What follows belongs to an exercise in optimizing a design on an open flow for small area; a production flow would make more cautious choices.
Function was checked by simulation only, so behaviour that the tests miss may differ from the original.
Power figures rest on the tool's default switching activity, not on a simulated workload.

== red ==
==> flow/design.v <==
`timescale 1ns / 1ps
module apb_master#(parameter addr_width =5 , data_width = 16) (
    input bit pclk,
    input bit preset_n,
    input logic pready,
    input logic transfer,
    input logic [data_width - 1 : 0] prdata,
    input logic [addr_width - 1 : 0] apb_paddr,
    input logic apb_control,
    output logic [addr_width - 1 : 0] paddr,
    output logic pselx,
    output bit penable,
    output logic pwrite,
    output logic [data_width - 1 : 0] apb_prdata
);
logic sel_q, en_q;
logic [data_width - 1 : 0] temp_apb_prdata;
always_ff @(posedge pclk, negedge preset_n) begin
    if (!preset_n) begin
        sel_q <= 1'b0;
        en_q  <= 1'b0;
    end else if (en_q) begin
        sel_q <= !pready;
        en_q  <= !pready;
    end else if (sel_q) begin
        sel_q <= transfer;
        en_q  <= transfer;
    end else begin
        sel_q <= transfer;
        en_q  <= 1'b0;
    end
end
assign pselx   = sel_q;
assign penable = en_q;
assign paddr   = sel_q ? apb_paddr : '0;
assign pwrite  = apb_control;
always_ff @(posedge pclk, negedge preset_n) begin
    if (!preset_n)
        temp_apb_prdata <= '0;
    else if (pready && !apb_control)
        temp_apb_prdata <= prdata;
end
assign apb_prdata = temp_apb_prdata;
endmodule
`timescale 1ns / 1ps
module apb_slave#(
    parameter addr_width = 5,
    parameter data_width = 16
)(
    input  logic pclk,
    input  logic preset_n,
    input  logic pselx,
    input  logic penable,
    input  logic pwrite,
    input  logic [addr_width - 1 : 0] paddr,
    input  logic [data_width - 1 : 0] pwdata,      
    output logic [data_width - 1 : 0] apb_spwdata,
    output logic [data_width - 1 : 0] prdata,
    output logic pready
);
    localparam int N = 2**addr_width;
    localparam int H = N / 2;
    localparam logic [1:0] IDLE = 2'b00, SETUP = 2'b01, ACCESS = 2'b10;
    logic [1:0] present_state, next_state;
    always_ff @(posedge pclk or negedge preset_n) begin
        if (!preset_n)
            present_state <= IDLE;
        else
            present_state <= next_state;
    end
    always_comb begin
        case (present_state)
            IDLE:    next_state = (pselx && !penable) ? SETUP : IDLE;
            SETUP:   next_state = (pselx && penable) ? ACCESS : IDLE;
            ACCESS:  next_state = !pselx ? IDLE : SETUP;
            default: next_state = IDLE;
        endcase
    end
    always_ff @(posedge pclk or negedge preset_n) begin
        if (!preset_n)
            pready <= 1'b0;
        else
            pready <= (present_state == ACCESS);
    end
    logic [data_width-1:0] ring [0:N-1];
    logic [data_width-1:0] rd_q;
    logic [addr_width-1:0] cnt;
    logic                  wr_pend, rd_pend;
    logic [addr_width-1:0] pos;
    wire                   wr    = pready && pwrite;
    wire                   rd    = pready && !pwrite;
    wire                   wr_do = wr_pend && !pos[0];
    wire                   rd_do = rd_pend && !pos[0];
    always_ff @(posedge pclk) begin
        cnt     <= cnt + 1'b1;
        wr_pend <= wr || (wr_pend && pos[0]);
        rd_pend <= rd || (rd_pend && pos[0]);
        pos     <= pready ? paddr + cnt + 1'b1 : pos + 1'b1;
    end
    logic [H-1:0] psel, wsel, wseln, rseln;
    always_comb
        for (int k = 0; k < H; k++) begin
            psel[k]  = (pos[addr_width-1:1] == k[addr_width-2:0]);
            wsel[k]  = wr_do && psel[k];
            wseln[k] = !wsel[k];
            rseln[k] = !psel[k];
        end
    for (genvar p = 0; p < N; p++) begin : g_ring
        if (p % 2 == 1) begin : g_load
            wire [data_width-1:0] a = (p % 4 == 1) ? apb_spwdata : ~apb_spwdata;
            for (genvar i = 0; i < data_width; i++) begin : g_bit
                wire d;
                apb_imux u_mux (.s(wsel[p/2]), .sn(wseln[p/2]), .a(a[i]), .b(ring[p-1][i]), .y(d));
                always_ff @(posedge pclk)
                    ring[p][i] <= d;
            end
        end else begin : g_shift
            always_ff @(posedge pclk)
                ring[p] <= ring[(p + N - 1) % N];
        end
    end
    wire wr_data = wr && pselx;
    wire wr_n    = !wr;
    for (genvar i = 0; i < data_width; i++) begin : g_w
        wire d;
        apb_ao22 u_w (.s1(wr_data), .a1(pwdata[i]), .s2(wr_n), .a2(apb_spwdata[i]), .y(d));
        always_ff @(posedge pclk)
            apb_spwdata[i] <= d;
    end
    localparam logic [H-1:0] INV = 16'hAAAA;
    logic [data_width-1:0] rdata;
    for (genvar i = 0; i < data_width; i++) begin : g_rd
        logic [H-1:0] col;
        for (genvar k = 0; k < H; k++) begin : g_col
            assign col[k] = ring[2*k][i];
        end
        apb_rmux #(.N(H), .INV(INV)) u_rmux (.s(psel), .sn(rseln), .d(col), .y(rdata[i]));
    end
    assign prdata = rd_do ? rdata : rd_q;
    always_ff @(posedge pclk)
        rd_q <= prdata;
endmodule
module apb_imux (
    input  logic s,
    input  logic sn,
    input  logic a,
    input  logic b,
    output logic y
);
    assign y = ~((sn | a) & (s | b));
endmodule
module apb_rmux #(parameter N = 16, parameter logic [N-1:0] INV = '0) (
    input  logic [N-1:0] s,
    input  logic [N-1:0] sn,
    input  logic [N-1:0] d,
    output logic         y
);
    localparam int NP = N / 2;
    logic [NP-1:0] ps, pd, qsn, qd;
    always_comb begin
        int ip, iq;
        ip = 0; iq = 0;
        ps = '0; pd = '0; qsn = '0; qd = '0;
        for (int k = 0; k < N; k++)
            if (INV[k]) begin
                qsn[iq] = sn[k]; qd[iq] = d[k]; iq++;
            end else begin
                ps[ip] = s[k]; pd[ip] = d[k]; ip++;
            end
    end
    logic [NP/2-1:0] pn, qp;
    for (genvar j = 0; j < NP/2; j++) begin : g_pair
        apb_rsel_aoi u_p (.s1(ps[2*j]), .d1(pd[2*j]), .s2(ps[2*j+1]), .d2(pd[2*j+1]), .y(pn[j]));
        apb_rsel_oai u_q (.sn1(qsn[2*j]), .d1(qd[2*j]), .sn2(qsn[2*j+1]), .d2(qd[2*j+1]), .y(qp[j]));
    end
    assign y = !(&pn) || (|qp);
endmodule
module apb_ao22 (
    input  logic s1, a1, s2, a2,
    output logic y
);
    assign y = (s1 && a1) || (s2 && a2);
endmodule
module apb_rsel_aoi (
    input  logic s1, d1, s2, d2,
    output logic y
);
    assign y = !((s1 && d1) || (s2 && d2));
endmodule
module apb_rsel_oai (
    input  logic sn1, d1, sn2, d2,
    output logic y
);
    assign y = !((sn1 || d1) && (sn2 || d2));
endmodule
`timescale 1ns / 1ps
module apb_wrapper#(parameter addr_width = 5, data_width = 16)(
    input bit pclk,                   
    input bit preset_n,               
    input logic transfer,  
    input logic [addr_width - 1 : 0] apb_paddr,  
    input logic [data_width - 1 : 0] apb_pwdata,  
    input logic apb_control ,         
    output logic [data_width - 1 : 0] apb_spwdata,   
    output logic [data_width - 1 : 0] apb_prdata  
    );
    logic [addr_width-1:0] paddr;
    logic pselx;
    bit penable;
    logic pwrite;
    logic                    pready;
    logic [data_width -1:0]  prdata;
    apb_master #(.addr_width(addr_width), .data_width(data_width)) DUT (
        .pclk(pclk),
        .preset_n(preset_n),
        .pready(pready),
        .transfer(transfer),
        .prdata(prdata),
        .apb_paddr(apb_paddr),
        .apb_control(apb_control),
        .paddr(paddr),
        .pselx(pselx),
        .penable(penable),
        .pwrite(pwrite),
        .apb_prdata(apb_prdata)
    );
     apb_slave #(
        .addr_width(addr_width),
        .data_width(data_width)
    ) dut (
        .pclk       (pclk),
        .preset_n   (preset_n),
        .pselx      (pselx),
        .penable    (penable),
        .pwrite     (pwrite),
        .paddr      (paddr),
        .pwdata     (apb_pwdata),
        .apb_spwdata(apb_spwdata),
        .prdata     (prdata),
        .pready     (pready)
    );
endmodule
export LEC_CHECK = 0
export CAP_MARGIN = 20
export CORE_MARGIN = 2
export CORE_UTILIZATION = 40
export GPL_TIMING_DRIVEN = 0
export SLEW_MARGIN = 20
export SYNTH_HIERARCHICAL = 1
export SYNTH_MINIMUM_KEEP_SIZE = 0
create_clock -name core_clock -period 5.0 [get_ports {pclk}]
standard.sh (not shown) runs the stock make flow with config.mk's settings and CLKGATE_MAP_FILE= SYNTH_SCRIPT=/design/flow/synth_recipe.tcl, a recipe that flattens the netlist after the stock synthesis.
==> flow/flow/run.sh <==
#!/bin/bash
# Layout flow: the standard flow (standard.sh) with these changes, made
# through ORFS's own variables and a wrapper around the synthesis script:
#  - synthesis: the standard flow's synthesis script unchanged, except that ABC maps the
#    logic for area (flow/abc_area.script) instead of ORFS's delay script;
#    registers are mapped before ABC runs, so they are the standard ones,
#  - clock tree synthesis without dummy loads, with clkbuf_8 buffers and
#    smaller sink clusters,
#  - port buffers of the smallest buffer cell,
#  - power recovery after global routing (downsizes gates off the critical
#    paths), followed by a repair of slew and capacitance limits
#    (flow/post_grt.tcl).
# make's full output goes to standard.log here; ORFS's per-step logs stay
# under orfs/logs/.
set -euo pipefail
here=$(pwd)
flowdir=$(cd "$(dirname "$0")" && pwd)

orig=$(grep -o 'SYNTH_SCRIPT=[^ ]*' standard.sh | head -1 | cut -d= -f2-)
cat > "$here/area_synth.tcl" <<EOT
# ABC with the area script; drop the delay target and its constraints
proc abc {args} {
  set keep {}
  set skip 0
  foreach a \$args {
    if {\$skip} { set skip 0; continue }
    if {\$a in {-script -D -constr}} { set skip 1; continue }
    lappend keep \$a
  }
  yosys abc -script $flowdir/abc_area.script {*}\$keep
}
source $orig
EOT
sed "s#SYNTH_SCRIPT=[^ ]*#SYNTH_SCRIPT=$here/area_synth.tcl#" standard.sh > area_standard.sh

export CTS_ARGS="-sink_clustering_enable -repair_clock_nets -dont_use_dummy_load -buf_list sky130_fd_sc_hd__clkbuf_8 -sink_clustering_size 16 -sink_clustering_max_diameter 60"
export BUFFER_PORTS_ARGS="-buffer_cell sky130_fd_sc_hd__buf_1"
export RECOVER_POWER=100
export POST_GLOBAL_ROUTE_TCL="$flowdir/post_grt.tcl"
bash area_standard.sh > standard.log 2>&1
==> flow/flow/abc_area.script <==
strash
dch
amap
==> flow/flow/post_grt.tcl <==
# Runs after ORFS's global route step (its POST_GLOBAL_ROUTE_TCL hook), after
# power recovery has downsized gates: repair any slew or capacitance limit
# that the downsizing broke, then place and route the changed nets again.
global_route -start_incremental
repair_design -slew_margin 20 -cap_margin 20
detailed_placement
global_route -end_incremental
estimate_parasitics -global_routing
write_guides $::env(RESULTS_DIR)/route.guide
red ended with every stage complete and zero timing, DRC or antenna violations.
[inputs] blue vs red
--- a/flow/flow/run.sh
+++ b/flow/flow/run.sh
@@ -36 +36 @@
-export CTS_ARGS="-sink_clustering_enable -repair_clock_nets -dont_use_dummy_load -buf_list sky130_fd_sc_hd__clkbuf_8 -sink_clustering_size 16 -sink_clustering_max_diameter 60"
+export CTS_ARGS="-sink_clustering_enable -repair_clock_nets -dont_use_dummy_load -buf_list sky130_fd_sc_hd__clkbuf_8 -sink_clustering_size 18 -sink_clustering_max_diameter 80"
==> comparison <==
Between blue and red, the via count figures differ only marginally. blue consumes less power than red does. Proportion of power drawn by the clock network came out lower on blue than on red. Going from red to blue, maximum operating frequency shows an increase of 7.6 MHz, clock period minus worst slack now smaller.
The following lists how green was set up differently from blue:
--- a/flow/flow/run.sh
+++ b/flow/flow/run.sh
@@ -36 +36 @@
-export CTS_ARGS="-sink_clustering_enable -repair_clock_nets -dont_use_dummy_load -buf_list sky130_fd_sc_hd__clkbuf_8 -sink_clustering_size 18 -sink_clustering_max_diameter 80"
+export CTS_ARGS="-sink_clustering_enable -repair_clock_nets -dont_use_dummy_load -buf_list sky130_fd_sc_hd__clkbuf_8 -sink_clustering_size 24 -sink_clustering_max_diameter 40"
==> comparison <==
Fraction of standard cell area that is sequential for green: 1.1 points down relative to blue. Relative to blue, green degrades total non-filler cell area in the finished layout. The power per cell area in green was higher than what blue gave. For the combinational share of power, green came in 0.8 points lower than blue did. | first-pass GRT wire length | green vs blue | about 1% higher |. Looking at power after layout, green sits 0.45 mW higher than blue does. Maximum net fanout on the critical path: green > blue.

==> port drivers added, routing unchanged <==
The results above use ideal ports. As a check the final layouts listed here were re-extracted and re-timed, cells and wires unchanged.
Step 1 (the two cells are an assumption about what drives the block):
set clk [get_ports {pclk}]
set_driving_cell -lib_cell sky130_fd_sc_hd__clkbuf_16 $clk
set_driving_cell -lib_cell sky130_fd_sc_hd__buf_2 [delete_from_list [all_inputs] $clk]
Step 2 also shifts input and output timing later by t, the mid clock arrival at the registers, as if the neighbouring blocks saw the same clock.
Slacks: no drivers / after step 1 / after step 2; pairs: no drivers / after step 1.
| run | shift t [ns] | slack for setup (ns) | hold slack, ns |
|---|---|---|---|
| red | 0.623 | 0.518 / 0.518 / 0.518 | 0.304 / 0.304 / 0.304 |
| blue | 0.613 | 0.665 / 0.665 / 0.665 | 0.245 / 0.245 / 0.245 |
| green | 0.665 | 0.451 / 0.451 / 0.451 | 0.296 / 0.296 / 0.296 |
After both steps setup and hold are still met in every run listed.
